What follows belongs to an exercise in optimizing a design on an open flow for small area, a short achievable clock period and few clock cycles per item; a production flow would make more cautious choices. Only simulation tests tie the RTL to the original design; equivalence was not proved.

### design/flow/config.mk
export PLATFORM = sky130hd
export DESIGN_NAME = Divider_Modulo
export DESIGN_NICKNAME = Divider_Modulo
export VERILOG_FILES = /design/flow/design.v
export SDC_FILE = /design/flow/constraint.sdc
export NUM_CORES = 4
export LEC_CHECK = 0
export CAP_MARGIN = 20
export CORE_MARGIN = 2
export CORE_UTILIZATION = 40
export SLEW_MARGIN = 20
### design/flow/design.v
module cas (divisor, dividend, quotient, cin, cout, remainder);
input wire divisor, dividend, quotient, cin;
output wire cout, remainder;
assign remainder = (quotient ^ divisor) ^ dividend ^ cin;
assign cout = ((quotient ^ divisor)&dividend) | ((quotient ^ divisor)&cin) | (cin&dividend);
endmodule
module Divider_row(divisor, p_in, bit_in, p_out, q_out);
parameter ROWV = 7;
input  [14:0] divisor;
input  [14:0] p_in;
input         bit_in;
output [14:0] p_out;
output        q_out;
wire [15:0] x = {p_in, bit_in};
generate
if (ROWV == 0) begin : v0
	wire [16:0] diff = {1'b0, x} - {2'b0, divisor};
	assign q_out = ~diff[16];
	assign p_out = q_out ? diff[14:0] : x[14:0];
end else if (ROWV == 1) begin : v1
	wire [15:0] nd = ~{1'b0, divisor};
	wire [16:0] c;
	wire [15:0] s;
	assign c[0] = 1'b1;
	genvar j;
	for (j = 0; j < 16; j = j + 1) begin : b
		assign s[j]   = x[j] ^ nd[j] ^ c[j];
		assign c[j+1] = (x[j] & nd[j]) | (x[j] & c[j]) | (nd[j] & c[j]);
	end
	assign q_out = c[16];
	assign p_out = q_out ? s[14:0] : x[14:0];
end else if (ROWV == 2) begin : v2
	wire [15:0] nd = ~{1'b0, divisor};
	wire [4:0] bc;
	wire [15:0] s;
	assign bc[0] = 1'b1;
	genvar k;
	for (k = 0; k < 4; k = k + 1) begin : blk
		wire [4:0] s0 = {1'b0, x[4*k+3:4*k]} + {1'b0, nd[4*k+3:4*k]};
		wire [4:0] s1 = {1'b0, x[4*k+3:4*k]} + {1'b0, nd[4*k+3:4*k]} + 5'd1;
		assign s[4*k+3:4*k] = bc[k] ? s1[3:0] : s0[3:0];
		assign bc[k+1] = bc[k] ? s1[4] : s0[4];
	end
	assign q_out = bc[4];
	assign p_out = q_out ? s[14:0] : x[14:0];
end else if (ROWV == 3) begin : v3
	wire ge = x >= {1'b0, divisor};
	wire [15:0] diff = x - {1'b0, divisor};
	assign q_out = ge;
	assign p_out = ge ? diff[14:0] : x[14:0];
end else if (ROWV == 4) begin : v4
	wire [15:0] nd = ~{1'b0, divisor};
	wire [15:0] g0 = x & nd;
	wire [15:0] p0 = x ^ nd;
	wire [15:0] gg0 = {g0[15:1], g0[0] | p0[0]};
	wire [15:0] pp0 = p0;
	wire [15:0] gg1, pp1;
	assign gg1[0] = gg0[0];
	assign pp1[0] = pp0[0];
	assign gg1[1] = gg0[1] | (pp0[1] & gg0[0]);
	assign pp1[1] = pp0[1] & pp0[0];
	assign gg1[2] = gg0[2];
	assign pp1[2] = pp0[2];
	assign gg1[3] = gg0[3] | (pp0[3] & gg0[2]);
	assign pp1[3] = pp0[3] & pp0[2];
	assign gg1[4] = gg0[4];
	assign pp1[4] = pp0[4];
	assign gg1[5] = gg0[5] | (pp0[5] & gg0[4]);
	assign pp1[5] = pp0[5] & pp0[4];
	assign gg1[6] = gg0[6];
	assign pp1[6] = pp0[6];
	assign gg1[7] = gg0[7] | (pp0[7] & gg0[6]);
	assign pp1[7] = pp0[7] & pp0[6];
	assign gg1[8] = gg0[8];
	assign pp1[8] = pp0[8];
	assign gg1[9] = gg0[9] | (pp0[9] & gg0[8]);
	assign pp1[9] = pp0[9] & pp0[8];
	assign gg1[10] = gg0[10];
	assign pp1[10] = pp0[10];
	assign gg1[11] = gg0[11] | (pp0[11] & gg0[10]);
	assign pp1[11] = pp0[11] & pp0[10];
	assign gg1[12] = gg0[12];
	assign pp1[12] = pp0[12];
	assign gg1[13] = gg0[13] | (pp0[13] & gg0[12]);
	assign pp1[13] = pp0[13] & pp0[12];
	assign gg1[14] = gg0[14];
	assign pp1[14] = pp0[14];
	assign gg1[15] = gg0[15] | (pp0[15] & gg0[14]);
	assign pp1[15] = pp0[15] & pp0[14];
	wire [15:0] gg2, pp2;
	assign gg2[0] = gg1[0];
	assign pp2[0] = pp1[0];
	assign gg2[1] = gg1[1];
	assign pp2[1] = pp1[1];
	assign gg2[2] = gg1[2];
	assign pp2[2] = pp1[2];
	assign gg2[3] = gg1[3] | (pp1[3] & gg1[1]);
	assign pp2[3] = pp1[3] & pp1[1];
	assign gg2[4] = gg1[4];
	assign pp2[4] = pp1[4];
	assign gg2[5] = gg1[5];
	assign pp2[5] = pp1[5];
	assign gg2[6] = gg1[6];
	assign pp2[6] = pp1[6];
	assign gg2[7] = gg1[7] | (pp1[7] & gg1[5]);
	assign pp2[7] = pp1[7] & pp1[5];
	assign gg2[8] = gg1[8];
	assign pp2[8] = pp1[8];
	assign gg2[9] = gg1[9];
	assign pp2[9] = pp1[9];
	assign gg2[10] = gg1[10];
	assign pp2[10] = pp1[10];
	assign gg2[11] = gg1[11] | (pp1[11] & gg1[9]);
	assign pp2[11] = pp1[11] & pp1[9];
	assign gg2[12] = gg1[12];
	assign pp2[12] = pp1[12];
	assign gg2[13] = gg1[13];
	assign pp2[13] = pp1[13];
	assign gg2[14] = gg1[14];
	assign pp2[14] = pp1[14];
	assign gg2[15] = gg1[15] | (pp1[15] & gg1[13]);
	assign pp2[15] = pp1[15] & pp1[13];
	wire [15:0] gg3, pp3;
	assign gg3[0] = gg2[0];
	assign pp3[0] = pp2[0];
	assign gg3[1] = gg2[1];
	assign pp3[1] = pp2[1];
	assign gg3[2] = gg2[2];
	assign pp3[2] = pp2[2];
	assign gg3[3] = gg2[3];
	assign pp3[3] = pp2[3];
	assign gg3[4] = gg2[4];
	assign pp3[4] = pp2[4];
	assign gg3[5] = gg2[5];
	assign pp3[5] = pp2[5];
	assign gg3[6] = gg2[6];
	assign pp3[6] = pp2[6];
	assign gg3[7] = gg2[7] | (pp2[7] & gg2[3]);
	assign pp3[7] = pp2[7] & pp2[3];
	assign gg3[8] = gg2[8];
	assign pp3[8] = pp2[8];
	assign gg3[9] = gg2[9];
	assign pp3[9] = pp2[9];
	assign gg3[10] = gg2[10];
	assign pp3[10] = pp2[10];
	assign gg3[11] = gg2[11];
	assign pp3[11] = pp2[11];
	assign gg3[12] = gg2[12];
	assign pp3[12] = pp2[12];
	assign gg3[13] = gg2[13];
	assign pp3[13] = pp2[13];
	assign gg3[14] = gg2[14];
	assign pp3[14] = pp2[14];
	assign gg3[15] = gg2[15] | (pp2[15] & gg2[11]);
	assign pp3[15] = pp2[15] & pp2[11];
	wire [15:0] gg4, pp4;
	assign gg4[0] = gg3[0];
	assign pp4[0] = pp3[0];
	assign gg4[1] = gg3[1];
	assign pp4[1] = pp3[1];
	assign gg4[2] = gg3[2];
	assign pp4[2] = pp3[2];
	assign gg4[3] = gg3[3];
	assign pp4[3] = pp3[3];
	assign gg4[4] = gg3[4];
	assign pp4[4] = pp3[4];
	assign gg4[5] = gg3[5];
	assign pp4[5] = pp3[5];
	assign gg4[6] = gg3[6];
	assign pp4[6] = pp3[6];
	assign gg4[7] = gg3[7];
	assign pp4[7] = pp3[7];
	assign gg4[8] = gg3[8];
	assign pp4[8] = pp3[8];
	assign gg4[9] = gg3[9];
	assign pp4[9] = pp3[9];
	assign gg4[10] = gg3[10];
	assign pp4[10] = pp3[10];
	assign gg4[11] = gg3[11];
	assign pp4[11] = pp3[11];
	assign gg4[12] = gg3[12];
	assign pp4[12] = pp3[12];
	assign gg4[13] = gg3[13];
	assign pp4[13] = pp3[13];
	assign gg4[14] = gg3[14];
	assign pp4[14] = pp3[14];
	assign gg4[15] = gg3[15] | (pp3[15] & gg3[7]);
	assign pp4[15] = pp3[15] & pp3[7];
	wire [15:0] gg5, pp5;
	assign gg5[0] = gg4[0];
	assign pp5[0] = pp4[0];
	assign gg5[1] = gg4[1];
	assign pp5[1] = pp4[1];
	assign gg5[2] = gg4[2];
	assign pp5[2] = pp4[2];
	assign gg5[3] = gg4[3];
	assign pp5[3] = pp4[3];
	assign gg5[4] = gg4[4];
	assign pp5[4] = pp4[4];
	assign gg5[5] = gg4[5];
	assign pp5[5] = pp4[5];
	assign gg5[6] = gg4[6];
	assign pp5[6] = pp4[6];
	assign gg5[7] = gg4[7];
	assign pp5[7] = pp4[7];
	assign gg5[8] = gg4[8];
	assign pp5[8] = pp4[8];
	assign gg5[9] = gg4[9];
	assign pp5[9] = pp4[9];
	assign gg5[10] = gg4[10];
	assign pp5[10] = pp4[10];
	assign gg5[11] = gg4[11] | (pp4[11] & gg4[7]);
	assign pp5[11] = pp4[11] & pp4[7];
	assign gg5[12] = gg4[12];
	assign pp5[12] = pp4[12];
	assign gg5[13] = gg4[13];
	assign pp5[13] = pp4[13];
	assign gg5[14] = gg4[14];
	assign pp5[14] = pp4[14];
	assign gg5[15] = gg4[15];
	assign pp5[15] = pp4[15];
	wire [15:0] gg6, pp6;
	assign gg6[0] = gg5[0];
	assign pp6[0] = pp5[0];
	assign gg6[1] = gg5[1];
	assign pp6[1] = pp5[1];
	assign gg6[2] = gg5[2];
	assign pp6[2] = pp5[2];
	assign gg6[3] = gg5[3];
	assign pp6[3] = pp5[3];
	assign gg6[4] = gg5[4];
	assign pp6[4] = pp5[4];
	assign gg6[5] = gg5[5] | (pp5[5] & gg5[3]);
	assign pp6[5] = pp5[5] & pp5[3];
	assign gg6[6] = gg5[6];
	assign pp6[6] = pp5[6];
	assign gg6[7] = gg5[7];
	assign pp6[7] = pp5[7];
	assign gg6[8] = gg5[8];
	assign pp6[8] = pp5[8];
	assign gg6[9] = gg5[9] | (pp5[9] & gg5[7]);
	assign pp6[9] = pp5[9] & pp5[7];
	assign gg6[10] = gg5[10];
	assign pp6[10] = pp5[10];
	assign gg6[11] = gg5[11];
	assign pp6[11] = pp5[11];
	assign gg6[12] = gg5[12];
	assign pp6[12] = pp5[12];
	assign gg6[13] = gg5[13] | (pp5[13] & gg5[11]);
	assign pp6[13] = pp5[13] & pp5[11];
	assign gg6[14] = gg5[14];
	assign pp6[14] = pp5[14];
	assign gg6[15] = gg5[15];
	assign pp6[15] = pp5[15];
	wire [15:0] gg7, pp7;
	assign gg7[0] = gg6[0];
	assign pp7[0] = pp6[0];
	assign gg7[1] = gg6[1];
	assign pp7[1] = pp6[1];
	assign gg7[2] = gg6[2] | (pp6[2] & gg6[1]);
	assign pp7[2] = pp6[2] & pp6[1];
	assign gg7[3] = gg6[3];
	assign pp7[3] = pp6[3];
	assign gg7[4] = gg6[4] | (pp6[4] & gg6[3]);
	assign pp7[4] = pp6[4] & pp6[3];
	assign gg7[5] = gg6[5];
	assign pp7[5] = pp6[5];
	assign gg7[6] = gg6[6] | (pp6[6] & gg6[5]);
	assign pp7[6] = pp6[6] & pp6[5];
	assign gg7[7] = gg6[7];
	assign pp7[7] = pp6[7];
	assign gg7[8] = gg6[8] | (pp6[8] & gg6[7]);
	assign pp7[8] = pp6[8] & pp6[7];
	assign gg7[9] = gg6[9];
	assign pp7[9] = pp6[9];
	assign gg7[10] = gg6[10] | (pp6[10] & gg6[9]);
	assign pp7[10] = pp6[10] & pp6[9];
	assign gg7[11] = gg6[11];
	assign pp7[11] = pp6[11];
	assign gg7[12] = gg6[12] | (pp6[12] & gg6[11]);
	assign pp7[12] = pp6[12] & pp6[11];
	assign gg7[13] = gg6[13];
	assign pp7[13] = pp6[13];
	assign gg7[14] = gg6[14] | (pp6[14] & gg6[13]);
	assign pp7[14] = pp6[14] & pp6[13];
	assign gg7[15] = gg6[15];
	assign pp7[15] = pp6[15];
	wire [16:0] c = {gg7, 1'b1};
	wire [15:0] s = p0 ^ c[15:0];
	assign q_out = c[16];
	assign p_out = q_out ? s[14:0] : x[14:0];
end else if (ROWV == 5) begin : v5
	wire [15:0] nd = ~{1'b0, divisor};
	wire [15:0] g0 = x & nd;
	wire [15:0] p0 = x ^ nd;
	wire [15:0] gg0 = {g0[15:1], g0[0] | p0[0]};
	wire [15:0] pp0 = p0;
	wire [15:0] gg1, pp1;
	assign gg1[0] = gg0[0];
	assign pp1[0] = pp0[0];
	assign gg1[1] = gg0[1] | (pp0[1] & gg0[0]);
	assign pp1[1] = pp0[1] & pp0[0];
	assign gg1[2] = gg0[2];
	assign pp1[2] = pp0[2];
	assign gg1[3] = gg0[3] | (pp0[3] & gg0[2]);
	assign pp1[3] = pp0[3] & pp0[2];
	assign gg1[4] = gg0[4];
	assign pp1[4] = pp0[4];
	assign gg1[5] = gg0[5] | (pp0[5] & gg0[4]);
	assign pp1[5] = pp0[5] & pp0[4];
	assign gg1[6] = gg0[6];
	assign pp1[6] = pp0[6];
	assign gg1[7] = gg0[7] | (pp0[7] & gg0[6]);
	assign pp1[7] = pp0[7] & pp0[6];
	assign gg1[8] = gg0[8];
	assign pp1[8] = pp0[8];
	assign gg1[9] = gg0[9] | (pp0[9] & gg0[8]);
	assign pp1[9] = pp0[9] & pp0[8];
	assign gg1[10] = gg0[10];
	assign pp1[10] = pp0[10];
	assign gg1[11] = gg0[11] | (pp0[11] & gg0[10]);
	assign pp1[11] = pp0[11] & pp0[10];
	assign gg1[12] = gg0[12];
	assign pp1[12] = pp0[12];
	assign gg1[13] = gg0[13] | (pp0[13] & gg0[12]);
	assign pp1[13] = pp0[13] & pp0[12];
	assign gg1[14] = gg0[14];
	assign pp1[14] = pp0[14];
	assign gg1[15] = gg0[15] | (pp0[15] & gg0[14]);
	assign pp1[15] = pp0[15] & pp0[14];
	wire [15:0] gg2, pp2;
	assign gg2[0] = gg1[0];
	assign pp2[0] = pp1[0];
	assign gg2[1] = gg1[1];
	assign pp2[1] = pp1[1];
	assign gg2[2] = gg1[2] | (pp1[2] & gg1[1]);
	assign pp2[2] = pp1[2] & pp1[1];
	assign gg2[3] = gg1[3] | (pp1[3] & gg1[1]);
	assign pp2[3] = pp1[3] & pp1[1];
	assign gg2[4] = gg1[4];
	assign pp2[4] = pp1[4];
	assign gg2[5] = gg1[5];
	assign pp2[5] = pp1[5];
	assign gg2[6] = gg1[6] | (pp1[6] & gg1[5]);
	assign pp2[6] = pp1[6] & pp1[5];
	assign gg2[7] = gg1[7] | (pp1[7] & gg1[5]);
	assign pp2[7] = pp1[7] & pp1[5];
	assign gg2[8] = gg1[8];
	assign pp2[8] = pp1[8];
	assign gg2[9] = gg1[9];
	assign pp2[9] = pp1[9];
	assign gg2[10] = gg1[10] | (pp1[10] & gg1[9]);
	assign pp2[10] = pp1[10] & pp1[9];
	assign gg2[11] = gg1[11] | (pp1[11] & gg1[9]);
	assign pp2[11] = pp1[11] & pp1[9];
	assign gg2[12] = gg1[12];
	assign pp2[12] = pp1[12];
	assign gg2[13] = gg1[13];
	assign pp2[13] = pp1[13];
	assign gg2[14] = gg1[14] | (pp1[14] & gg1[13]);
	assign pp2[14] = pp1[14] & pp1[13];
	assign gg2[15] = gg1[15] | (pp1[15] & gg1[13]);
	assign pp2[15] = pp1[15] & pp1[13];
	wire [15:0] gg3, pp3;
	assign gg3[0] = gg2[0];
	assign pp3[0] = pp2[0];
	assign gg3[1] = gg2[1];
	assign pp3[1] = pp2[1];
	assign gg3[2] = gg2[2];
	assign pp3[2] = pp2[2];
	assign gg3[3] = gg2[3];
	assign pp3[3] = pp2[3];
	assign gg3[4] = gg2[4] | (pp2[4] & gg2[3]);
	assign pp3[4] = pp2[4] & pp2[3];
	assign gg3[5] = gg2[5] | (pp2[5] & gg2[3]);
	assign pp3[5] = pp2[5] & pp2[3];
	assign gg3[6] = gg2[6] | (pp2[6] & gg2[3]);
	assign pp3[6] = pp2[6] & pp2[3];
	assign gg3[7] = gg2[7] | (pp2[7] & gg2[3]);
	assign pp3[7] = pp2[7] & pp2[3];
	assign gg3[8] = gg2[8];
	assign pp3[8] = pp2[8];
	assign gg3[9] = gg2[9];
	assign pp3[9] = pp2[9];
	assign gg3[10] = gg2[10];
	assign pp3[10] = pp2[10];
	assign gg3[11] = gg2[11];
	assign pp3[11] = pp2[11];
	assign gg3[12] = gg2[12] | (pp2[12] & gg2[11]);
	assign pp3[12] = pp2[12] & pp2[11];
	assign gg3[13] = gg2[13] | (pp2[13] & gg2[11]);
	assign pp3[13] = pp2[13] & pp2[11];
	assign gg3[14] = gg2[14] | (pp2[14] & gg2[11]);
	assign pp3[14] = pp2[14] & pp2[11];
	assign gg3[15] = gg2[15] | (pp2[15] & gg2[11]);
	assign pp3[15] = pp2[15] & pp2[11];
	wire [15:0] gg4, pp4;
	assign gg4[0] = gg3[0];
	assign pp4[0] = pp3[0];
	assign gg4[1] = gg3[1];
	assign pp4[1] = pp3[1];
	assign gg4[2] = gg3[2];
	assign pp4[2] = pp3[2];
	assign gg4[3] = gg3[3];
	assign pp4[3] = pp3[3];
	assign gg4[4] = gg3[4];
	assign pp4[4] = pp3[4];
	assign gg4[5] = gg3[5];
	assign pp4[5] = pp3[5];
	assign gg4[6] = gg3[6];
	assign pp4[6] = pp3[6];
	assign gg4[7] = gg3[7];
	assign pp4[7] = pp3[7];
	assign gg4[8] = gg3[8] | (pp3[8] & gg3[7]);
	assign pp4[8] = pp3[8] & pp3[7];
	assign gg4[9] = gg3[9] | (pp3[9] & gg3[7]);
	assign pp4[9] = pp3[9] & pp3[7];
	assign gg4[10] = gg3[10] | (pp3[10] & gg3[7]);
	assign pp4[10] = pp3[10] & pp3[7];
	assign gg4[11] = gg3[11] | (pp3[11] & gg3[7]);
	assign pp4[11] = pp3[11] & pp3[7];
	assign gg4[12] = gg3[12] | (pp3[12] & gg3[7]);
	assign pp4[12] = pp3[12] & pp3[7];
	assign gg4[13] = gg3[13] | (pp3[13] & gg3[7]);
	assign pp4[13] = pp3[13] & pp3[7];
	assign gg4[14] = gg3[14] | (pp3[14] & gg3[7]);
	assign pp4[14] = pp3[14] & pp3[7];
	assign gg4[15] = gg3[15] | (pp3[15] & gg3[7]);
	assign pp4[15] = pp3[15] & pp3[7];
	wire [16:0] c = {gg4, 1'b1};
	wire [15:0] s = p0 ^ c[15:0];
	assign q_out = c[16];
	assign p_out = q_out ? s[14:0] : x[14:0];
end else if (ROWV == 6) begin : v6
	wire [15:0] nd = ~{1'b0, divisor};
	wire [15:0] g0 = x & nd;
	wire [15:0] p0 = x ^ nd;
	wire [15:0] gg0 = {g0[15:1], g0[0] | p0[0]};
	wire [15:0] pp0 = p0;
	wire [15:0] gg1, pp1;
	assign gg1[0] = gg0[0];
	assign pp1[0] = pp0[0];
	assign gg1[1] = gg0[1] | (pp0[1] & gg0[0]);
	assign pp1[1] = pp0[1] & pp0[0];
	assign gg1[2] = gg0[2] | (pp0[2] & gg0[1]);
	assign pp1[2] = pp0[2] & pp0[1];
	assign gg1[3] = gg0[3] | (pp0[3] & gg0[2]);
	assign pp1[3] = pp0[3] & pp0[2];
	assign gg1[4] = gg0[4] | (pp0[4] & gg0[3]);
	assign pp1[4] = pp0[4] & pp0[3];
	assign gg1[5] = gg0[5] | (pp0[5] & gg0[4]);
	assign pp1[5] = pp0[5] & pp0[4];
	assign gg1[6] = gg0[6] | (pp0[6] & gg0[5]);
	assign pp1[6] = pp0[6] & pp0[5];
	assign gg1[7] = gg0[7] | (pp0[7] & gg0[6]);
	assign pp1[7] = pp0[7] & pp0[6];
	assign gg1[8] = gg0[8] | (pp0[8] & gg0[7]);
	assign pp1[8] = pp0[8] & pp0[7];
	assign gg1[9] = gg0[9] | (pp0[9] & gg0[8]);
	assign pp1[9] = pp0[9] & pp0[8];
	assign gg1[10] = gg0[10] | (pp0[10] & gg0[9]);
	assign pp1[10] = pp0[10] & pp0[9];
	assign gg1[11] = gg0[11] | (pp0[11] & gg0[10]);
	assign pp1[11] = pp0[11] & pp0[10];
	assign gg1[12] = gg0[12] | (pp0[12] & gg0[11]);
	assign pp1[12] = pp0[12] & pp0[11];
	assign gg1[13] = gg0[13] | (pp0[13] & gg0[12]);
	assign pp1[13] = pp0[13] & pp0[12];
	assign gg1[14] = gg0[14] | (pp0[14] & gg0[13]);
	assign pp1[14] = pp0[14] & pp0[13];
	assign gg1[15] = gg0[15] | (pp0[15] & gg0[14]);
	assign pp1[15] = pp0[15] & pp0[14];
	wire [15:0] gg2, pp2;
	assign gg2[0] = gg1[0];
	assign pp2[0] = pp1[0];
	assign gg2[1] = gg1[1];
	assign pp2[1] = pp1[1];
	assign gg2[2] = gg1[2] | (pp1[2] & gg1[0]);
	assign pp2[2] = pp1[2] & pp1[0];
	assign gg2[3] = gg1[3] | (pp1[3] & gg1[1]);
	assign pp2[3] = pp1[3] & pp1[1];
	assign gg2[4] = gg1[4] | (pp1[4] & gg1[2]);
	assign pp2[4] = pp1[4] & pp1[2];
	assign gg2[5] = gg1[5] | (pp1[5] & gg1[3]);
	assign pp2[5] = pp1[5] & pp1[3];
	assign gg2[6] = gg1[6] | (pp1[6] & gg1[4]);
	assign pp2[6] = pp1[6] & pp1[4];
	assign gg2[7] = gg1[7] | (pp1[7] & gg1[5]);
	assign pp2[7] = pp1[7] & pp1[5];
	assign gg2[8] = gg1[8] | (pp1[8] & gg1[6]);
	assign pp2[8] = pp1[8] & pp1[6];
	assign gg2[9] = gg1[9] | (pp1[9] & gg1[7]);
	assign pp2[9] = pp1[9] & pp1[7];
	assign gg2[10] = gg1[10] | (pp1[10] & gg1[8]);
	assign pp2[10] = pp1[10] & pp1[8];
	assign gg2[11] = gg1[11] | (pp1[11] & gg1[9]);
	assign pp2[11] = pp1[11] & pp1[9];
	assign gg2[12] = gg1[12] | (pp1[12] & gg1[10]);
	assign pp2[12] = pp1[12] & pp1[10];
	assign gg2[13] = gg1[13] | (pp1[13] & gg1[11]);
	assign pp2[13] = pp1[13] & pp1[11];
	assign gg2[14] = gg1[14] | (pp1[14] & gg1[12]);
	assign pp2[14] = pp1[14] & pp1[12];
	assign gg2[15] = gg1[15] | (pp1[15] & gg1[13]);
	assign pp2[15] = pp1[15] & pp1[13];
	wire [15:0] gg3, pp3;
	assign gg3[0] = gg2[0];
	assign pp3[0] = pp2[0];
	assign gg3[1] = gg2[1];
	assign pp3[1] = pp2[1];
	assign gg3[2] = gg2[2];
	assign pp3[2] = pp2[2];
	assign gg3[3] = gg2[3];
	assign pp3[3] = pp2[3];
	assign gg3[4] = gg2[4] | (pp2[4] & gg2[0]);
	assign pp3[4] = pp2[4] & pp2[0];
	assign gg3[5] = gg2[5] | (pp2[5] & gg2[1]);
	assign pp3[5] = pp2[5] & pp2[1];
	assign gg3[6] = gg2[6] | (pp2[6] & gg2[2]);
	assign pp3[6] = pp2[6] & pp2[2];
	assign gg3[7] = gg2[7] | (pp2[7] & gg2[3]);
	assign pp3[7] = pp2[7] & pp2[3];
	assign gg3[8] = gg2[8] | (pp2[8] & gg2[4]);
	assign pp3[8] = pp2[8] & pp2[4];
	assign gg3[9] = gg2[9] | (pp2[9] & gg2[5]);
	assign pp3[9] = pp2[9] & pp2[5];
	assign gg3[10] = gg2[10] | (pp2[10] & gg2[6]);
	assign pp3[10] = pp2[10] & pp2[6];
	assign gg3[11] = gg2[11] | (pp2[11] & gg2[7]);
	assign pp3[11] = pp2[11] & pp2[7];
	assign gg3[12] = gg2[12] | (pp2[12] & gg2[8]);
	assign pp3[12] = pp2[12] & pp2[8];
	assign gg3[13] = gg2[13] | (pp2[13] & gg2[9]);
	assign pp3[13] = pp2[13] & pp2[9];
	assign gg3[14] = gg2[14] | (pp2[14] & gg2[10]);
	assign pp3[14] = pp2[14] & pp2[10];
	assign gg3[15] = gg2[15] | (pp2[15] & gg2[11]);
	assign pp3[15] = pp2[15] & pp2[11];
	wire [15:0] gg4, pp4;
	assign gg4[0] = gg3[0];
	assign pp4[0] = pp3[0];
	assign gg4[1] = gg3[1];
	assign pp4[1] = pp3[1];
	assign gg4[2] = gg3[2];
	assign pp4[2] = pp3[2];
	assign gg4[3] = gg3[3];
	assign pp4[3] = pp3[3];
	assign gg4[4] = gg3[4];
	assign pp4[4] = pp3[4];
	assign gg4[5] = gg3[5];
	assign pp4[5] = pp3[5];
	assign gg4[6] = gg3[6];
	assign pp4[6] = pp3[6];
	assign gg4[7] = gg3[7];
	assign pp4[7] = pp3[7];
	assign gg4[8] = gg3[8] | (pp3[8] & gg3[0]);
	assign pp4[8] = pp3[8] & pp3[0];
	assign gg4[9] = gg3[9] | (pp3[9] & gg3[1]);
	assign pp4[9] = pp3[9] & pp3[1];
	assign gg4[10] = gg3[10] | (pp3[10] & gg3[2]);
	assign pp4[10] = pp3[10] & pp3[2];
	assign gg4[11] = gg3[11] | (pp3[11] & gg3[3]);
	assign pp4[11] = pp3[11] & pp3[3];
	assign gg4[12] = gg3[12] | (pp3[12] & gg3[4]);
	assign pp4[12] = pp3[12] & pp3[4];
	assign gg4[13] = gg3[13] | (pp3[13] & gg3[5]);
	assign pp4[13] = pp3[13] & pp3[5];
	assign gg4[14] = gg3[14] | (pp3[14] & gg3[6]);
	assign pp4[14] = pp3[14] & pp3[6];
	assign gg4[15] = gg3[15] | (pp3[15] & gg3[7]);
	assign pp4[15] = pp3[15] & pp3[7];
	wire [16:0] c = {gg4, 1'b1};
	wire [15:0] s = p0 ^ c[15:0];
	assign q_out = c[16];
	assign p_out = q_out ? s[14:0] : x[14:0];
end else if (ROWV == 7) begin : v7
	wire [15:0] nd = {1'b1, divisor};
	wire [15:0] g0 = x & nd;
	wire [15:0] p0 = x ^ nd;
	wire [15:0] gg0 = {g0[15:1], g0[0] | p0[0]};
	wire [15:0] pp0 = p0;
	wire [15:0] gg1, pp1;
	assign gg1[0] = gg0[0];
	assign pp1[0] = pp0[0];
	assign gg1[1] = gg0[1] | (pp0[1] & gg0[0]);
	assign pp1[1] = pp0[1] & pp0[0];
	assign gg1[2] = gg0[2];
	assign pp1[2] = pp0[2];
	assign gg1[3] = gg0[3] | (pp0[3] & gg0[2]);
	assign pp1[3] = pp0[3] & pp0[2];
	assign gg1[4] = gg0[4];
	assign pp1[4] = pp0[4];
	assign gg1[5] = gg0[5] | (pp0[5] & gg0[4]);
	assign pp1[5] = pp0[5] & pp0[4];
	assign gg1[6] = gg0[6];
	assign pp1[6] = pp0[6];
	assign gg1[7] = gg0[7] | (pp0[7] & gg0[6]);
	assign pp1[7] = pp0[7] & pp0[6];
	assign gg1[8] = gg0[8];
	assign pp1[8] = pp0[8];
	assign gg1[9] = gg0[9] | (pp0[9] & gg0[8]);
	assign pp1[9] = pp0[9] & pp0[8];
	assign gg1[10] = gg0[10];
	assign pp1[10] = pp0[10];
	assign gg1[11] = gg0[11] | (pp0[11] & gg0[10]);
	assign pp1[11] = pp0[11] & pp0[10];
	assign gg1[12] = gg0[12];
	assign pp1[12] = pp0[12];
	assign gg1[13] = gg0[13] | (pp0[13] & gg0[12]);
	assign pp1[13] = pp0[13] & pp0[12];
	assign gg1[14] = gg0[14];
	assign pp1[14] = pp0[14];
	assign gg1[15] = gg0[15] | (pp0[15] & gg0[14]);
	assign pp1[15] = pp0[15] & pp0[14];
	wire [15:0] gg2, pp2;
	assign gg2[0] = gg1[0];
	assign pp2[0] = pp1[0];
	assign gg2[1] = gg1[1];
	assign pp2[1] = pp1[1];
	assign gg2[2] = gg1[2] | (pp1[2] & gg1[1]);
	assign pp2[2] = pp1[2] & pp1[1];
	assign gg2[3] = gg1[3] | (pp1[3] & gg1[1]);
	assign pp2[3] = pp1[3] & pp1[1];
	assign gg2[4] = gg1[4];
	assign pp2[4] = pp1[4];
	assign gg2[5] = gg1[5];
	assign pp2[5] = pp1[5];
	assign gg2[6] = gg1[6] | (pp1[6] & gg1[5]);
	assign pp2[6] = pp1[6] & pp1[5];
	assign gg2[7] = gg1[7] | (pp1[7] & gg1[5]);
	assign pp2[7] = pp1[7] & pp1[5];
	assign gg2[8] = gg1[8];
	assign pp2[8] = pp1[8];
	assign gg2[9] = gg1[9];
	assign pp2[9] = pp1[9];
	assign gg2[10] = gg1[10] | (pp1[10] & gg1[9]);
	assign pp2[10] = pp1[10] & pp1[9];
	assign gg2[11] = gg1[11] | (pp1[11] & gg1[9]);
	assign pp2[11] = pp1[11] & pp1[9];
	assign gg2[12] = gg1[12];
	assign pp2[12] = pp1[12];
	assign gg2[13] = gg1[13];
	assign pp2[13] = pp1[13];
	assign gg2[14] = gg1[14] | (pp1[14] & gg1[13]);
	assign pp2[14] = pp1[14] & pp1[13];
	assign gg2[15] = gg1[15] | (pp1[15] & gg1[13]);
	assign pp2[15] = pp1[15] & pp1[13];
	wire [15:0] gg3, pp3;
	assign gg3[0] = gg2[0];
	assign pp3[0] = pp2[0];
	assign gg3[1] = gg2[1];
	assign pp3[1] = pp2[1];
	assign gg3[2] = gg2[2];
	assign pp3[2] = pp2[2];
	assign gg3[3] = gg2[3];
	assign pp3[3] = pp2[3];
	assign gg3[4] = gg2[4] | (pp2[4] & gg2[3]);
	assign pp3[4] = pp2[4] & pp2[3];
	assign gg3[5] = gg2[5] | (pp2[5] & gg2[3]);
	assign pp3[5] = pp2[5] & pp2[3];
	assign gg3[6] = gg2[6] | (pp2[6] & gg2[3]);
	assign pp3[6] = pp2[6] & pp2[3];
	assign gg3[7] = gg2[7] | (pp2[7] & gg2[3]);
	assign pp3[7] = pp2[7] & pp2[3];
	assign gg3[8] = gg2[8];
	assign pp3[8] = pp2[8];
	assign gg3[9] = gg2[9];
	assign pp3[9] = pp2[9];
	assign gg3[10] = gg2[10];
	assign pp3[10] = pp2[10];
	assign gg3[11] = gg2[11];
	assign pp3[11] = pp2[11];
	assign gg3[12] = gg2[12] | (pp2[12] & gg2[11]);
	assign pp3[12] = pp2[12] & pp2[11];
	assign gg3[13] = gg2[13] | (pp2[13] & gg2[11]);
	assign pp3[13] = pp2[13] & pp2[11];
	assign gg3[14] = gg2[14] | (pp2[14] & gg2[11]);
	assign pp3[14] = pp2[14] & pp2[11];
	assign gg3[15] = gg2[15] | (pp2[15] & gg2[11]);
	assign pp3[15] = pp2[15] & pp2[11];
	wire [15:0] gg4, pp4;
	assign gg4[0] = gg3[0];
	assign pp4[0] = pp3[0];
	assign gg4[1] = gg3[1];
	assign pp4[1] = pp3[1];
	assign gg4[2] = gg3[2];
	assign pp4[2] = pp3[2];
	assign gg4[3] = gg3[3];
	assign pp4[3] = pp3[3];
	assign gg4[4] = gg3[4];
	assign pp4[4] = pp3[4];
	assign gg4[5] = gg3[5];
	assign pp4[5] = pp3[5];
	assign gg4[6] = gg3[6];
	assign pp4[6] = pp3[6];
	assign gg4[7] = gg3[7];
	assign pp4[7] = pp3[7];
	assign gg4[8] = gg3[8] | (pp3[8] & gg3[7]);
	assign pp4[8] = pp3[8] & pp3[7];
	assign gg4[9] = gg3[9] | (pp3[9] & gg3[7]);
	assign pp4[9] = pp3[9] & pp3[7];
	assign gg4[10] = gg3[10] | (pp3[10] & gg3[7]);
	assign pp4[10] = pp3[10] & pp3[7];
	assign gg4[11] = gg3[11] | (pp3[11] & gg3[7]);
	assign pp4[11] = pp3[11] & pp3[7];
	assign gg4[12] = gg3[12] | (pp3[12] & gg3[7]);
	assign pp4[12] = pp3[12] & pp3[7];
	assign gg4[13] = gg3[13] | (pp3[13] & gg3[7]);
	assign pp4[13] = pp3[13] & pp3[7];
	assign gg4[14] = gg3[14] | (pp3[14] & gg3[7]);
	assign pp4[14] = pp3[14] & pp3[7];
	assign gg4[15] = gg3[15] | (pp3[15] & gg3[7]);
	assign pp4[15] = pp3[15] & pp3[7];
	wire [16:0] c = {gg4, 1'b1};
	wire [15:0] s = p0 ^ c[15:0];
	assign q_out = c[16];
	assign p_out = q_out ? s[14:0] : x[14:0];
end
endgenerate
endmodule
module Divider_Modulo (clk , reset, mode, valid_in, divisor, dividend, result, valid_out);
input wire clk, reset, mode, valid_in;
input wire [31:0] dividend;
input wire [15:0] divisor;
output reg valid_out;
output wire [31:0] result;
localparam [16:0] CUT = 17'b0_1010_1010_1010_1010;
reg        v_in;
reg        m_in;
reg [31:0] dd_in;
reg [14:0] dv_in;
always @(posedge clk or posedge reset)
	if (reset) v_in <= 1'b0;
	else       v_in <= valid_in;
always @(posedge clk) begin
	m_in  <= mode;
	dd_in <= dividend;
	dv_in <= ~divisor[14:0];
end
wire [14:0] p   [0:17];
wire [16:0] s   [0:17];
wire [14:0] d   [0:17];
wire        m   [0:17];
wire        v   [0:17];
assign p[0] = dd_in[31:17];
assign s[0] = dd_in[16:0];
assign d[0] = dv_in;
assign m[0] = m_in;
assign v[0] = v_in;
genvar i;
generate for (i = 0; i < 17; i = i + 1) begin : row
	wire [14:0] p_n;
	wire        q_n;
	Divider_row r (
		.divisor (d[i]),
		.p_in    (p[i]),
		.bit_in  (s[i][16]),
		.p_out   (p_n),
		.q_out   (q_n)
	);
	if (CUT[i]) begin : cut
		reg [14:0] p_r;
		reg [16:0] s_r;
		reg [14:0] d_r;
		reg        m_r;
		reg        v_r;
		always @(posedge clk or posedge reset)
			if (reset) v_r <= 1'b0;
			else       v_r <= v[i];
		always @(posedge clk) begin
			p_r <= p_n;
			s_r <= {s[i][15:0], q_n};
			d_r <= d[i];
			m_r <= m[i];
		end
		assign p[i+1] = p_r;
		assign s[i+1] = s_r;
		assign d[i+1] = d_r;
		assign m[i+1] = m_r;
		assign v[i+1] = v_r;
	end else begin : nocut
		assign p[i+1] = p_n;
		assign s[i+1] = {s[i][15:0], q_n};
		assign d[i+1] = d[i];
		assign m[i+1] = m[i];
		assign v[i+1] = v[i];
	end
end endgenerate
reg [16:0] res_r;
always @(posedge clk or posedge reset)
	if (reset) valid_out <= 1'b0;
	else       valid_out <= v[17];
always @(posedge clk)
	res_r <= m[17] ? {2'b0, p[17]} : s[17];
assign result = {15'b0, res_r};
endmodule
### design/flow/constraint.sdc
create_clock -name core_clock -period 25.0 [get_ports {clk}]
set_input_delay 5.0000 -clock core_clock [delete_from_list [all_inputs] [get_ports {clk}]]
set_output_delay 5.0000 -clock core_clock [all_outputs]
set_load 0.01 [all_outputs]
### design/flow/run.sh
#!/bin/bash
# synth_recipe.tcl (not shown) runs the flow's synth.tcl, then flattens the netlist and writes it again
# the make line also repeats each setting of config.mk as NAME=value (left out here)
make -C /OpenROAD-flow-scripts/flow DESIGN_CONFIG=/design/flow/config.mk WORK_HOME=/design/flow/orfs CLKGATE_MAP_FILE= SYNTH_SCRIPT=/design/flow/synth_recipe.tcl finish
==> results.toml, run 1 <==
[clock_network]
htreeDepth = 2
insertion_delay_ns = 0.60
cts_made_buffers = 51
cts_resized = 0
cts_setup_buffers = 0
clkSinkCount = 459
postCtsHoldBufs = 0
cts-root-buf = "clkbuf_16"
cts_tree = "built"
cts_max_path_buffers = 3
clk_pin_slew_ns = 0.06

[synthesis]
post-synth-top-count-cell = "dfxtp_1"
syn_area_mm2 = 0.0219
synth_cells = 2050
netlist.area_leader.share_pct = 41.1
yosys.area.top_type = "dfxtp_1"
ys_warn_count = 1
synth_common_cells = "dfxtp_1, ha_1, inv_1"
syn_area_per_cell_um2 = 10.7
yosysSeqAreaShare_pct = 42.2
async_reset_ff_share_pct = 2.18
synth_edf_count = 0
netlist_top_cells_area = "dfxtp_1, ha_1, fa_1"
ys.flop_type = "dfxtp_1"
ys_types = 76
synth.ff_latch_count = 459

[floorplan]
start_util_pct = 40.6
die_h_um = 238
core-area_mm2 = 0.0539
pin_count = 85
die_w_um = 238
num_rows = 85
dieArea_mm2 = 0.0566

[sta]
hold_viol = 0
worst_pin_slew_ns = 1.05
slew_violations = 0
finalCritPeriodShare_pct = 25.8
finClkSkew_ns = 0.0219
rsz0062_at_grt = "false"
post-route-min-period_ns = 6.46
fmax_ghz = 0.155
setup_viol = 0
tns_ns = 0
relSlewSlack_pct = 30.0

[final_layout]
syn2layout_area_growth_pct = 14.4
multi_input_area_mm2 = 0.0119
drive_above_1_share_pct = 10.0
nets = 2503
num_antenna_cells = 0
fillers = 4897
fin_cells = 2881
seq_area_mm2 = 0.00924

[hold_path]
min_from = "row[13].cut.s_r[2]"
min_path_cells = 0
whs_endpoint = "row[15].cut.s_r[4]"
min_path_type = "reg -> reg"

[global_routing]
grt_usage_pct = 14.2
grt_pass1_vias = 14700
antenna_found_initial = 0
globalRoute.totalOverflow = 0
grt_start_max_net_pins = 34
grt_pass1_wl_um = 67900

[critical_path]
path_delay_family = "buffers and inverters"
cp_max_fo = 1
worstPathRequired_ns = 20.00
crit_buf_inv = 1
cp_slowest_cell = "clkdlybuf4s50_1"
worstSetupPathType = "reg -> out"
arrival_ns = 1.46
regToRegSetupSlack_ns = 18.99
worstReg2RegEnd = "row[15].cut.p_r[13]"
endpoint_kind = "output pin"
crit_chain = "clkdlybuf4s50_1"
critPathLaunchType = "flip-flop"
r2r-start = "row[13].cut.d_r[0]"
slowest_delay_ns = 0.53
r2r_cells = 19

[routing]
wl_met2_um = 18100
drc_errors = 0
vias_per_cell = 4.90
drtPass1Iterations = 5
drtIter0Drc = 460
routed_wl_um = 38700
ant_nets = 0
met3_wirelength_um = 1280
met1_length_um = 18400
wl_per_cell_um = 13.4
num_vias = 14100
dr.max_layer_used = "met4"

[place]
gp_congestion = 0.800
hpwl_um = 30300
io_buffer_count = 68
dp_cells = 2788

[run]
drv_cap = 0

[outcome]
status = "no timing/DRC/antenna violations"
[per-layer routing]
metal / vias to the layer above / global-route usage (%)
li1: 7321 / -
met5: - / 0
met1: 6580 / 17.9
met3: 73 / 2.65
met2: 138 / 24.6
met4: 0 / 4.44
[final cells by class]
class,count,area share (%)
well taps,696,3.48
inverters,156,2.34
multi-input cells,1405,47.4
clock buffers,62,5.54
flip-flops and latches,459,36.9
clock inverters,31,1.50
repair buffers,72,2.84
[kinds of logic after synthesis]
family / Yosys count / synth area share, %
other cells: 1 / 0.0171
simple gates: 386 / 8.58
xor+xnor: 141 / 5.64
buf+inv: 200 / 3.85
fa+ha+maj: 306 / 19.8
mux: 161 / 8.01
compound gates: 396 / 11.9
flops: 459 / 42.2
[metrics by stage]
stage                     setup WS (ns)  hold slack, ns  util, %  area (µm²)
after floorplan                   19.62           0.310        -       21900
after global placement            18.96           0.310     43.2       23300
after detailed placement          18.89           0.312     43.2       23300
after CTS                         18.49           0.314     46.4       25000
after global routing              18.49           0.323     46.4       25000
final                             18.54           0.305     46.4       25000
[state kept, by name, summed over array words and instances, names as in the netlist]
| signal | cells |
|---|---|
| v_in | 1 |
| row.cut.p_r | 120 |
| valid_out | 1 |
| dd_in | 32 |
| m_in | 1 |
| res_r | 17 |
| row.cut.s_r | 136 |
| dv_in | 15 |
| row.cut.d_r | 120 |
| row.cut.m_r | 8 |
| row.cut.v_r | 8 |
[worst max-delay path by stage]
stage | from | end | slack (ns) | depth (start not counted)
floorplan | valid_out | valid_out | 19.62 | 0
global placement | row[13].cut.d_r[0] | row[15].cut.p_r[7] | 18.96 | 19
detailed placement | row[13].cut.d_r[0] | row[15].cut.p_r[13] | 18.89 | 19
CTS | valid_out | valid_out | 18.49 | 1
global route | valid_out | valid_out | 18.49 | 1
finish | valid_out | valid_out | 18.54 | 1
[cells in the final DEF, fill, tap and decap left out, drive strengths merged, types with 21 or more instances in the layout]
master,Yosys,final
a21o,29,29
a21oi,131,131
clkbuf,15,62
clkdlybuf4s50,0,68
dfxtp,449,449
fa,68,68
ha,238,238
inv,156,157
mux2,99,99
mux2i,62,62
nand2,82,82
nand2b,35,35
nand3,26,26
nor2,130,130
nor2b,21,21
nor3,25,25
o21a,34,34
o21ai,74,74
xnor2,73,73
xor2,68,68
Testbench counts, summed over its fixed seeds: cycles 16,072, items 16,000.
==> run 2: changes to the inputs <==
--- a/design/flow/config.mk
+++ b/design/flow/config.mk
@@ -8,4 +8,6 @@
 export CAP_MARGIN = 20
 export CORE_MARGIN = 2
 export CORE_UTILIZATION = 40
+export CTS_CLUSTER_DIAMETER = 60
+export CTS_CLUSTER_SIZE = 20
 export SLEW_MARGIN = 20
==> run 2 against run 1 <==
Effect of this change:
- fmax up 0.44%
- routed wire length about the same
- design area down 1.3%
- first-iteration DRC count up 3.0%
- still clean
- cell count down 0.66%
- hold slack better by 0.0048 ns
- global-route usage down 0.058 points
==> results.toml, run 2 <==
[critical_path]
endpoint_kind = "output pin"
path_delay_family = "buffers and inverters"
slowest_delay_ns = 0.53
worstReg2RegEnd = "row[15].cut.p_r[13]"
r2r-start = "row[13].cut.d_r[0]"
crit_buf_inv = 1
cp_slowest_cell = "clkdlybuf4s50_1"
r2r_cells = 19
worstSetupPathType = "reg -> out"
regToRegSetupSlack_ns = 18.96
crit_chain = "clkdlybuf4s50_1"
cp_max_fo = 1
arrival_ns = 1.43
worstPathRequired_ns = 20.00
critPathLaunchType = "flip-flop"

[clock_network]
cts_tree = "built"
clk_pin_slew_ns = 0.07
insertion_delay_ns = 0.57
cts_setup_buffers = 0
cts_resized = 0
clkSinkCount = 459
cts_made_buffers = 42
cts-root-buf = "clkbuf_16"
cts_max_path_buffers = 3
htreeDepth = 2
postCtsHoldBufs = 0

[floorplan]
dieArea_mm2 = 0.0566
die_h_um = 238
pin_count = 85
start_util_pct = 40.6
die_w_um = 238
core-area_mm2 = 0.0539
num_rows = 85

[hold_path]
min_from = "row[1].cut.s_r[5]"
whs_endpoint = "row[3].cut.s_r[7]"
min_path_type = "reg -> reg"
min_path_cells = 0

[sta]
rsz0062_at_grt = "false"
hold_viol = 0
setup_viol = 0
post-route-min-period_ns = 6.43
fin_ws_ns = 18.57
tns_ns = 0
fmax_ghz = 0.155
relSlewSlack_pct = 28.5
hold_slack_ns = 0.310
slew_violations = 0
finClkSkew_ns = 0.0166
worst_pin_slew_ns = 1.07
finalCritPeriodShare_pct = 25.7

[global_routing]
grt_use_met1_pct = 17.9
grt_usage_pct = 14.1
grt_pass1_vias = 14600
grt_pass1_wl_um = 67600
met2_usage_pct = 24.4
grt_start_max_net_pins = 34
globalRoute.busiestLayer = "met2"
grtUsageMet3_pct = 2.23
globalRoute.totalOverflow = 0
antenna_found_initial = 0

[final_layout]
layout_commonest_cell = "dfxtp_1"
drive_above_1_share_pct = 9.37
nets = 2494
reg_top3 = "row.cut.s_r x136, row.cut.d_r x120, row.cut.p_r x120"
final_cell_area_mm2 = 0.0247
layout_common_cells = "dfxtp_1, ha_1, inv_1"
num_antenna_cells = 0
post-route-util_pct = 45.8
regMostFlops = "row.cut.s_r"
syn2layout_area_growth_pct = 12.9
fin_cells = 2862
largest_reg_flops = 136

[synthesis]
yosysSeqAreaShare_pct = 42.2
ys.flop_type = "dfxtp_1"
post-synth-top-count-cell = "dfxtp_1"
synth_common_cells = "dfxtp_1, ha_1, inv_1"
async_reset_ff_share_pct = 2.18
synth_cells = 2050
netlist.area_leader.share_pct = 41.1
ys_warn_count = 1
yosys.area.top_type = "dfxtp_1"
synth_edf_count = 0
syn_area_mm2 = 0.0219
syn_area_per_cell_um2 = 10.7
netlist_top_cells_area = "dfxtp_1, ha_1, fa_1"
synth.ff_latch_count = 459
ys_types = 76

[routing]
drtIter0Drc = 474
ant_nets = 0
vias_per_cell = 4.91
wl_per_cell_um = 13.5
drc_errors = 0
num_vias = 14100
drtPass1Iterations = 5
routed_wl_um = 38600

[place]
hpwl_um = 30300
post-place-ws_ns = 18.89
gp_congestion = 0.800
dp_cells = 2788
io_buffer_count = 68
place_area_mm2 = 0.0233

[run]
drv_cap = 0

[outcome]
status = "no timing/DRC/antenna violations"
## run 2: changes by cell type in the layout (fill, tap and decap cells not counted), sizes merged
| cell | change |
|---|---|
| clkinvlp | -10 |
| inv | +10 |
| bufinv | -4 |
| clkbuf | -11 |
| clkinv | -4 |
## run 2: area by class of cell
class / instances / area, µm²
Tap cell: 696 / 871
Timing Repair Buffer: 72 / 711
Fill cell: 4947 / 29200
Inverter: 156 / 586
Sequential cell: 459 / 9240
Clock inverter: 23 / 240
Multi-Input combinational cell: 1405 / 11900
Clock buffer: 51 / 1200
## run 2: logic make-up after synthesis
| logic type | count (synthesis) | synth area share, % |
|---|---|---|
| adder cells (fa/ha/maj) | 306 | 19.8 |
| XOR/XNOR | 141 | 5.64 |
| multiplexers | 161 | 8.01 |
| buffers and inverters | 200 | 3.85 |
| AO/OA/AOI/OAI | 396 | 11.9 |
| AND/OR/NAND/NOR | 386 | 8.58 |
| other | 1 | 0.0171 |
| flip-flops | 459 | 42.2 |
## run 2: worst max-delay path by stage
stage,start,endpoint,slack (ns),cells past startpoint
global route,res_r[15],result[15],18.53,1
floorplan,valid_out,valid_out,19.62,0
global placement,row[13].cut.d_r[0],row[15].cut.p_r[7],18.96,19
finish,valid_out,valid_out,18.57,1
CTS,valid_out,valid_out,18.53,1
detailed placement,row[13].cut.d_r[0],row[15].cut.p_r[13],18.89,19
## run 2: per-layer routing
metal / wire length [µm] / up-vias
li1: - / 7284
met1: 18400 / 6564
met2: 18100 / 149
met3: 1200 / 66
met4: 1030 / 0
met5: 0 / -
==> run 3: changes to the inputs <==
--- a/design/flow/config.mk
+++ b/design/flow/config.mk
@@ -8,6 +8,6 @@
 export CAP_MARGIN = 20
 export CORE_MARGIN = 2
 export CORE_UTILIZATION = 40
-export CTS_CLUSTER_DIAMETER = 60
-export CTS_CLUSTER_SIZE = 20
+export CTS_BUF_LIST = sky130_fd_sc_hd__clkbuf_4 sky130_fd_sc_hd__clkbuf_8
+export CTS_CLUSTER_SIZE = 30
 export SLEW_MARGIN = 20
==> run 3 against run 2 <==
Effect of this change:
- critical path type unchanged
- routed wire length grew 1.4%
- sequential share of layout area shrank 0.70 points
- critical endpoint unchanged
- non-clock buffer count is the same
- via count grew 1.8%
- first-iteration DRC count shrank 4.9%
- fmax shrank 1.6%
- hold slack lost 0.0045 ns
- worst setup slack lost 0.10 ns
==> results.toml, run 3 <==
[routing]
drc_errors = 0
routed_wl_um = 39200
num_vias = 14300
vias_per_cell = 4.88
ant_nets = 0
drtIter0Drc = 451
drtPass1Iterations = 5
wl_per_cell_um = 13.3

[synthesis]
netlist.area_leader.share_pct = 41.1
synth_cells = 2050
syn_area_mm2 = 0.0219
synth.ff_latch_count = 459
yosys.area.top_type = "dfxtp_1"
async_reset_ff_share_pct = 2.18
ys.flop_type = "dfxtp_1"
synth_common_cells = "dfxtp_1, ha_1, inv_1"
post-synth-top-count-cell = "dfxtp_1"
ys_types = 76
synth_edf_count = 0
yosysSeqAreaShare_pct = 42.2
ys_warn_count = 1
syn_area_per_cell_um2 = 10.7
netlist_top_cells_area = "dfxtp_1, ha_1, fa_1"

[sta]
setup_viol = 0
tns_ns = 0
finalCritPeriodShare_pct = 26.1
finClkSkew_ns = 0.0561
fmax_ghz = 0.153
relSlewSlack_pct = 29.5
worst_pin_slew_ns = 1.06
post-route-min-period_ns = 6.53
slew_violations = 0
hold_slack_ns = 0.306
hold_viol = 0
rsz0062_at_grt = "false"

[clock_network]
postCtsHoldBufs = 0
cts_made_buffers = 81
cts_setup_buffers = 0
cts_tree = "built"
clk_pin_slew_ns = 0.06
cts_resized = 0
cts-root-buf = "clkbuf_8"
insertion_delay_ns = 0.69
htreeDepth = 3
clkSinkCount = 459
cts_max_path_buffers = 3

[critical_path]
path_delay_family = "buffers and inverters"
slowest_delay_ns = 0.53
worstPathRequired_ns = 20.00
crit_chain = "clkdlybuf4s50_1"
cp_slowest_cell = "clkdlybuf4s50_1"
cp_max_fo = 1
crit_buf_inv = 1
endpoint_kind = "output pin"
worstSetupPathType = "reg -> out"
arrival_ns = 1.53
critPathLaunchType = "flip-flop"

[floorplan]
pin_count = 85
core-area_mm2 = 0.0539
start_util_pct = 40.6
die_w_um = 238
num_rows = 85
dieArea_mm2 = 0.0566
die_h_um = 238

[place]
hpwl_um = 30300
gp_congestion = 0.800
io_buffer_count = 68

[final_layout]
reg_top3 = "row.cut.s_r x136, row.cut.d_r x120, row.cut.p_r x120"
regMostFlops = "row.cut.s_r"
layout_commonest_cell = "dfxtp_1"
layout_common_cells = "dfxtp_1, ha_1, inv_1"
post-route-util_pct = 46.7
drive_above_1_share_pct = 12.3
largest_reg_flops = 136
nets = 2533
syn2layout_area_growth_pct = 15.1

[global_routing]
globalRoute.totalOverflow = 0
grt_pass1_wl_um = 68700
grt_usage_pct = 14.5
antenna_found_initial = 1
grt_pass1_vias = 14900
grt_start_max_net_pins = 34

[run]
drv_cap = 0

[outcome]
status = "no timing/DRC/antenna violations"

[hold_path]
min_path_type = "reg -> reg"
[run 3: area by class of cell]
cell class,instances,area [µm²]
Fill cell,4934,28700
Multi-Input combinational cell,1405,11900
Sequential cell,459,9240
Clock buffer,120,1530
Tap cell,696,871
Timing Repair Buffer,72,711
Inverter,156,586
Clock inverter,26,378
Antenna cell,2,5.00
[run 3: path summary, 6_finish.rpt]
kind | slack [ns] | to | depth (start not counted) | start
min | 0.31 | row[9].cut.s_r[15] | 0 | row[7].cut.s_r[13]
max | 18.47 | valid_out | 1 | valid_out
max reg2reg | 18.97 | row[15].cut.p_r[2] | 19 | row[13].cut.d_r[0]
min in group asynchronous | 4.60 | row[7].cut.v_r | 2 | reset
min reg2reg | 0.31 | row[9].cut.s_r[15] | 0 | row[7].cut.s_r[13]
max in group asynchronous | 20.13 | row[13].cut.v_r | 2 | reset
[run 3: per-layer routing]
metal	vias up	part of all wire [%]	GRT usage [%]
li1	7399	-	-
met1	6650	47	17.8
met2	185	47	24.6
met3	80	3.9	3.09
met4	0	2.5	6.29
met5	-	0	0
[run 3: cell families after synthesis]
family | Yosys count | synth area share (%)
and+or+nand+nor | 386 | 8.58
muxes | 161 | 8.01
xor gates and xnor gates | 141 | 5.64
adders and majority gates | 306 | 19.8
AOI/OAI and AO/OA | 396 | 11.9
buffers and inverters | 200 | 3.85
DFF | 459 | 42.2
other | 1 | 0.0171
[run 3: through the flow]
step	std cells	worst slack, ns	instance area [µm²]
floorplan	2064	19.62	21900
global placement	2788	18.96	23300
detailed placement	2788	18.89	23300
CTS	2934	18.38	25200
global route	2936	18.40	25200
finish	2936	18.47	25200
==> run 4: changes to the inputs <==
--- a/design/flow/config.mk
+++ b/design/flow/config.mk
@@ -8,6 +8,6 @@
 export CAP_MARGIN = 20
 export CORE_MARGIN = 2
 export CORE_UTILIZATION = 40
-export CTS_BUF_LIST = sky130_fd_sc_hd__clkbuf_4 sky130_fd_sc_hd__clkbuf_8
-export CTS_CLUSTER_SIZE = 30
+export CTS_CLUSTER_DIAMETER = 100
+export CTS_CLUSTER_SIZE = 25
 export SLEW_MARGIN = 20
==> run 4 against run 3 <==
Effect of this change:
- clock-buffer cell count fell by 95
- critical endpoint unchanged
- utilization fell by 2.3 points
- critical path type unchanged
- sequential cell count did not move
==> results.toml, run 4 <==
[final_layout]
syn2layout_area_growth_pct = 9.28
reg_top3 = "row.cut.s_r x136, row.cut.d_r x120, row.cut.p_r x120"
regMostFlops = "row.cut.s_r"
layout_commonest_cell = "dfxtp_1"
nets = 2475
num_antenna_cells = 0
largest_reg_flops = 136
post-route-util_pct = 44.4
layout_common_cells = "dfxtp_1, ha_1, inv_1"
drive_above_1_share_pct = 7.49

[synthesis]
async_reset_ff_share_pct = 2.18
netlist_top_cells_area = "dfxtp_1, ha_1, fa_1"
ys_types = 76
synth.ff_latch_count = 459
ys.flop_type = "dfxtp_1"
syn_area_mm2 = 0.0219
post-synth-top-count-cell = "dfxtp_1"
yosysSeqAreaShare_pct = 42.2
synth_common_cells = "dfxtp_1, ha_1, inv_1"
yosys.area.top_type = "dfxtp_1"
netlist.area_leader.share_pct = 41.1
synth_edf_count = 0
ys_warn_count = 1
syn_area_per_cell_um2 = 10.7
synth_cells = 2050

[floorplan]
pin_count = 85
start_util_pct = 40.6
core-area_mm2 = 0.0539
die_h_um = 238
dieArea_mm2 = 0.0566
num_rows = 85
die_w_um = 238

[critical_path]
arrival_ns = 1.46
crit_chain = "clkdlybuf4s50_1"
endpoint_kind = "output pin"
path_delay_family = "buffers and inverters"
worstSetupPathType = "reg -> out"
cp_max_fo = 1
slowest_delay_ns = 0.53
crit_buf_inv = 1
critPathLaunchType = "flip-flop"
worstPathRequired_ns = 20.00
cp_slowest_cell = "clkdlybuf4s50_1"

[global_routing]
antenna_found_initial = 0
grt_pass1_vias = 14300
globalRoute.totalOverflow = 0
grt_start_max_net_pins = 34
grt_usage_pct = 13.8
grt_pass1_wl_um = 66700

[clock_network]
cts_made_buffers = 23
insertion_delay_ns = 0.57
postCtsHoldBufs = 0
cts-root-buf = "clkbuf_16"
cts_tree = "built"
htreeDepth = 1
cts_setup_buffers = 0
clkSinkCount = 459
clk_pin_slew_ns = 0.09
cts_max_path_buffers = 3
cts_resized = 0

[place]
hpwl_um = 30300
gp_congestion = 0.800
io_buffer_count = 68

[sta]
finClkSkew_ns = 0.0115
relSlewSlack_pct = 28.7
post-route-min-period_ns = 6.46
tns_ns = 0
fmax_ghz = 0.155
slew_violations = 0
rsz0062_at_grt = "false"
hold_slack_ns = 0.320
hold_viol = 0
finalCritPeriodShare_pct = 25.8
worst_pin_slew_ns = 1.07
setup_viol = 0

[routing]
routed_wl_um = 38000
num_vias = 13900
drc_errors = 0
vias_per_cell = 4.93
drtPass1Iterations = 5
wl_per_cell_um = 13.5
drtIter0Drc = 426
ant_nets = 0

[outcome]
status = "no timing/DRC/antenna violations"

[hold_path]
min_path_type = "reg -> reg"

[run]
drv_cap = 0
run 4: changes by cell type in the layout (fill, tap and decap cells not counted), sizes merged:
cell      before  now
clkinv         8    2
clkinvlp       5    0
clkbuf       120   25
bufinv         8    0
inv          161  160
diode          2    0
run 4: layer usage:
metal / routed length, µm / vias up / GRT usage [%]
li1: - / 7217 / -
met1: 18400 / 6508 / 17.9
met2: 17900 / 128 / 24.4
met3: 1120 / 42 / 1.71
met4: 563 / 0 / 3.28
met5: 0 / - / 0
run 4: cells by family (layout without fill, tap and decap cells):
kind of cell	after synthesis	in the layout	synth area share (%)
adders and majority gates	306	306	19.8
muxes	161	161	8.01
DFF	459	459	42.2
AOI/OAI and AO/OA	396	396	11.9
buffers and inverters	200	259	3.85
other	1	15	0.0171
and+or+nand+nor	386	386	8.58
xor gates and xnor gates	141	141	5.64
run 4: worst paths after layout:
path / startpoint / to / slack (ns) / cells past startpoint
setup / recovery: valid_out / valid_out / 18.54 / 1
hold / removal: row[11].cut.s_r[13] / row[13].cut.s_r[15] / 0.32 / 0
setup reg to reg: row[13].cut.d_r[0] / row[15].cut.p_r[13] / 18.96 / 19
hold reg to reg: row[11].cut.s_r[13] / row[13].cut.s_r[15] / 0.32 / 0
max in group asynchronous: reset / row[7].cut.v_r / 20.07 / 2
min in group asynchronous: reset / row[11].cut.v_r / 4.68 / 2
run 4: through the flow:
stage	setup WS, ns	instances	area, µm²
floorplan	19.62	2064	21900
global placement	18.96	2788	23300
detailed placement	18.89	2788	23300
CTS	18.50	2819	23900
global route	18.49	2819	23900
finish	18.54	2819	23900
run 4: area by class of cell:
class	instances	area (µm²)
Fill cell	5012	30000
Multi-Input combinational cell	1405	11900
Sequential cell	459	9240
Tap cell	696	871
Timing Repair Buffer	72	711
Inverter	156	586
Clock buffer	25	583
Clock inverter	6	61.3
==> run 5: changes to the inputs <==
==> design/flow/flow/run.sh (new file) <==
#!/bin/bash
# The standard layout (the standard.sh, unchanged synthesis and steps),
# with one change: ports are buffered with a fixed buffer cell instead of
# the one buffer_ports picks by default.
set -euo pipefail
bash standard.sh "BUFFER_PORTS_ARGS=-buffer_cell sky130_fd_sc_hd__buf_2" finish > make_finish.log 2>&1
==> design/flow/standard.sh (new file) <==
#!/bin/bash
# synth_recipe.tcl (not shown) runs the flow's synth.tcl, then flattens the netlist and writes it again
# the make line also repeats each setting of config.mk as NAME=value (left out here)
make -C /OpenROAD-flow-scripts/flow DESIGN_CONFIG=/design/flow/config.mk WORK_HOME=/design/flow/orfs CLKGATE_MAP_FILE= SYNTH_SCRIPT=/design/flow/synth_recipe.tcl "${@:-finish}"
removed: design/flow/run.sh
==> run 5 against run 4 <==
Effect of this change:
- fmax is 6.6% higher
- via count is 0.27% higher
- still clean on timing, DRC and antenna
- area after synthesis stayed put
- design area is 0.92% lower
- highest routed layer unchanged
- sequential cell count stayed put
- clock-buffer cell count is 4 higher
==> results.toml, run 5 <==
[critical_path]
cp_num_cells = 1
r2r-start = "row[1].cut.d_r[0]"
worstPathRequired_ns = 20.00
slowest_delay_ns = 0.37
arrival_ns = 1.06
r2r_cells = 19
crit_chain = "buf_2"
crit_buf_inv = 1
regToRegSetupSlack_ns = 18.97
cp_slowest_cell = "dfrtp_1"

[clock_network]
cts-root-buf = "clkbuf_16"
cts_setup_buffers = 0
clk_pin_slew_ns = 0.10
clkSinkCount = 459
htreeDepth = 1
insertion_delay_ns = 0.57

[synthesis]
yosys.area.top_type = "dfxtp_1"
synth_top_family_by_area = "adder cells"
ys.flop_type = "dfxtp_1"
ys_warn_count = 1
syn_area_per_cell_um2 = 10.7
yosysSeqAreaShare_pct = 42.2
synthSimpleGateAreaFrac_pct = 8.58
synthAdderAreaFrac_pct = 19.8
ys_types = 76
netlist.area_leader.share_pct = 41.1
async_reset_ff_share_pct = 2.18
synth_cells = 2050
synth.ff_latch_count = 459
synth_edf_count = 0

[hold_path]
min_from = "row[3].cut.s_r[13]"
min_path_cells = 0
min_path_type = "reg -> reg"

[place]
post-place-ws_ns = 18.91
io_buffer_count = 68

[final_layout]
largest_reg_flops = 136
post-route-util_pct = 44.0
regMostFlops = "row.cut.s_r"
syn2layout_area_growth_pct = 8.28
fillers = 4997
layout_common_cells = "dfxtp_1, ha_1, inv_1"
num_antenna_cells = 0
multi_input_area_mm2 = 0.0119
drive_above_1_share_pct = 10.9

[sta]
fmax_ghz = 0.165
finalCritPeriodShare_pct = 24.2
finClkSkew_ns = 0.0189
hold_viol = 0
rsz0062_at_grt = "false"
setup_viol = 0
worst_pin_slew_ns = 1.07

[routing]
ant_nets = 0
wl_per_cell_um = 13.4
num_vias = 13900
drtIter0Drc = 534
drc_errors = 0
vias_per_cell = 4.93

[outcome]
status = "no timing/DRC/antenna violations"

[floorplan]
start_util_pct = 40.6
num_rows = 85
dieArea_mm2 = 0.0566
die_w_um = 238
die_h_um = 238

[global_routing]
globalRoute.totalOverflow = 0
grt_pass1_vias = 14100
grt_usage_pct = 13.6
grt_pass1_wl_um = 65800
antenna_found_initial = 0
grt_start_max_net_pins = 34
run 5: cell types whose count changed in the layout (fill, tap and decap cells not counted), sizes merged:
cell and delta:
clkbuf +4, clkinv +1, inv +1, clkdlybuf4s50 -68
buf +68
run 5: layout make-up:
type / count / share of cell area, %
Multi-Input combinational cell: 1405 / 50.1
Timing Repair Buffer: 72 / 1.56
Sequential cell: 459 / 39.0
Inverter: 156 / 2.47
Clock buffer: 29 / 2.79
Tap cell: 696 / 3.67
Clock inverter: 8 / 0.443
run 5: worst register-to-register path, cell delays in order, from the launching register on:
cell       delay [ns]
dfxtp_1          0.37
inv_1            0.07
ha_1             0.21
fa_1             0.41
nor2b_1          0.18
o31a_1           0.16
a31oi_1          0.20
and3_1           0.26
nor4b_4          0.50
nor2_1           0.27
buf_4            0.26
mux2_2           0.31
fa_1             0.41
nor2b_1          0.18
o2111ai_1        0.18
and3_1           0.26
o31ai_1          0.59
o211ai_1         0.24
o2111ai_2        0.46
mux2_2           0.43
run 5: per-stage QoR:
stage	cells	area (µm²)	hold slack, ns
CTS	2825	23700	0.321
finish	2825	23700	0.319
global placement	2788	22900	0.310
floorplan	2064	21900	0.310
detailed placement	2788	22900	0.312
global route	2825	23700	0.329
run 5: how the worst max path moves through the flow:
stage | startpoint | to | slack, ns
final | valid_out | valid_out | 18.94
after global routing | row[1].cut.d_r[0] | row[3].cut.p_r[7] | 18.50
after floorplan | valid_out | valid_out | 19.62
after global placement | row[13].cut.d_r[0] | row[15].cut.p_r[7] | 18.99
after CTS | row[7].cut.d_r[0] | row[9].cut.p_r[12] | 18.86
after detailed placement | row[7].cut.d_r[0] | row[9].cut.p_r[5] | 18.91
run 5: routing by layer:
metal | part of all wire (%) | global-route usage (%) | vias up
met5 | 0 | 0 | -
met4 | 1.7 | 3.13 | 0
met3 | 2.9 | 1.61 | 43
met2 | 47 | 23.7 | 138
met1 | 49 | 18.0 | 6532
li1 | - | - | 7220
run 5: kinds of logic (layout without fill, tap and decap cells):
family,Yosys count,in the layout
DFF,459,459
AOI/OAI and AO/OA,396,396
xor gates and xnor gates,141,141
adders and majority gates,306,306
muxes,161,161
other,1,15
and+or+nand+nor,386,386
buffers and inverters,200,265

afterwards: timing with drivers on the ports:
In the flow no input, the clock included, has a driving cell. The finished layouts below were timed again as built, in two steps.
Step 1 (the two cells are an assumption about what drives the block):
set clk [get_ports {clk}]
set_driving_cell -lib_cell sky130_fd_sc_hd__clkbuf_16 $clk
set_driving_cell -lib_cell sky130_fd_sc_hd__buf_2 [delete_from_list [all_inputs] $clk]
Step 2 also shifts input and output timing later by t, the mid clock arrival at the registers, as if the neighbouring blocks saw the same clock.
a / b / c = ideal ports / drivers / drivers and shift; a / b = the first two.
run | t (ns) | slack for setup (ns) | worst data-port slew with drivers (ns) | pins driven straight from the clock port
run 1 | 0.645 | 18.540 / 18.484 / 18.987 | 0.04 | 1
run 2 | 0.617 | 18.569 / 18.513 / 18.958 | 0.04 | 1
run 3 | 0.714 | 18.466 / 18.412 / 18.973 | 0.04 | 1
run 4 | 0.619 | 18.542 / 18.488 / 18.963 | 0.04 | 1
run 5 | 0.617 | 18.943 / 18.887 / 18.966 | 0.04 | 1
After both steps every run listed still meets setup and hold.
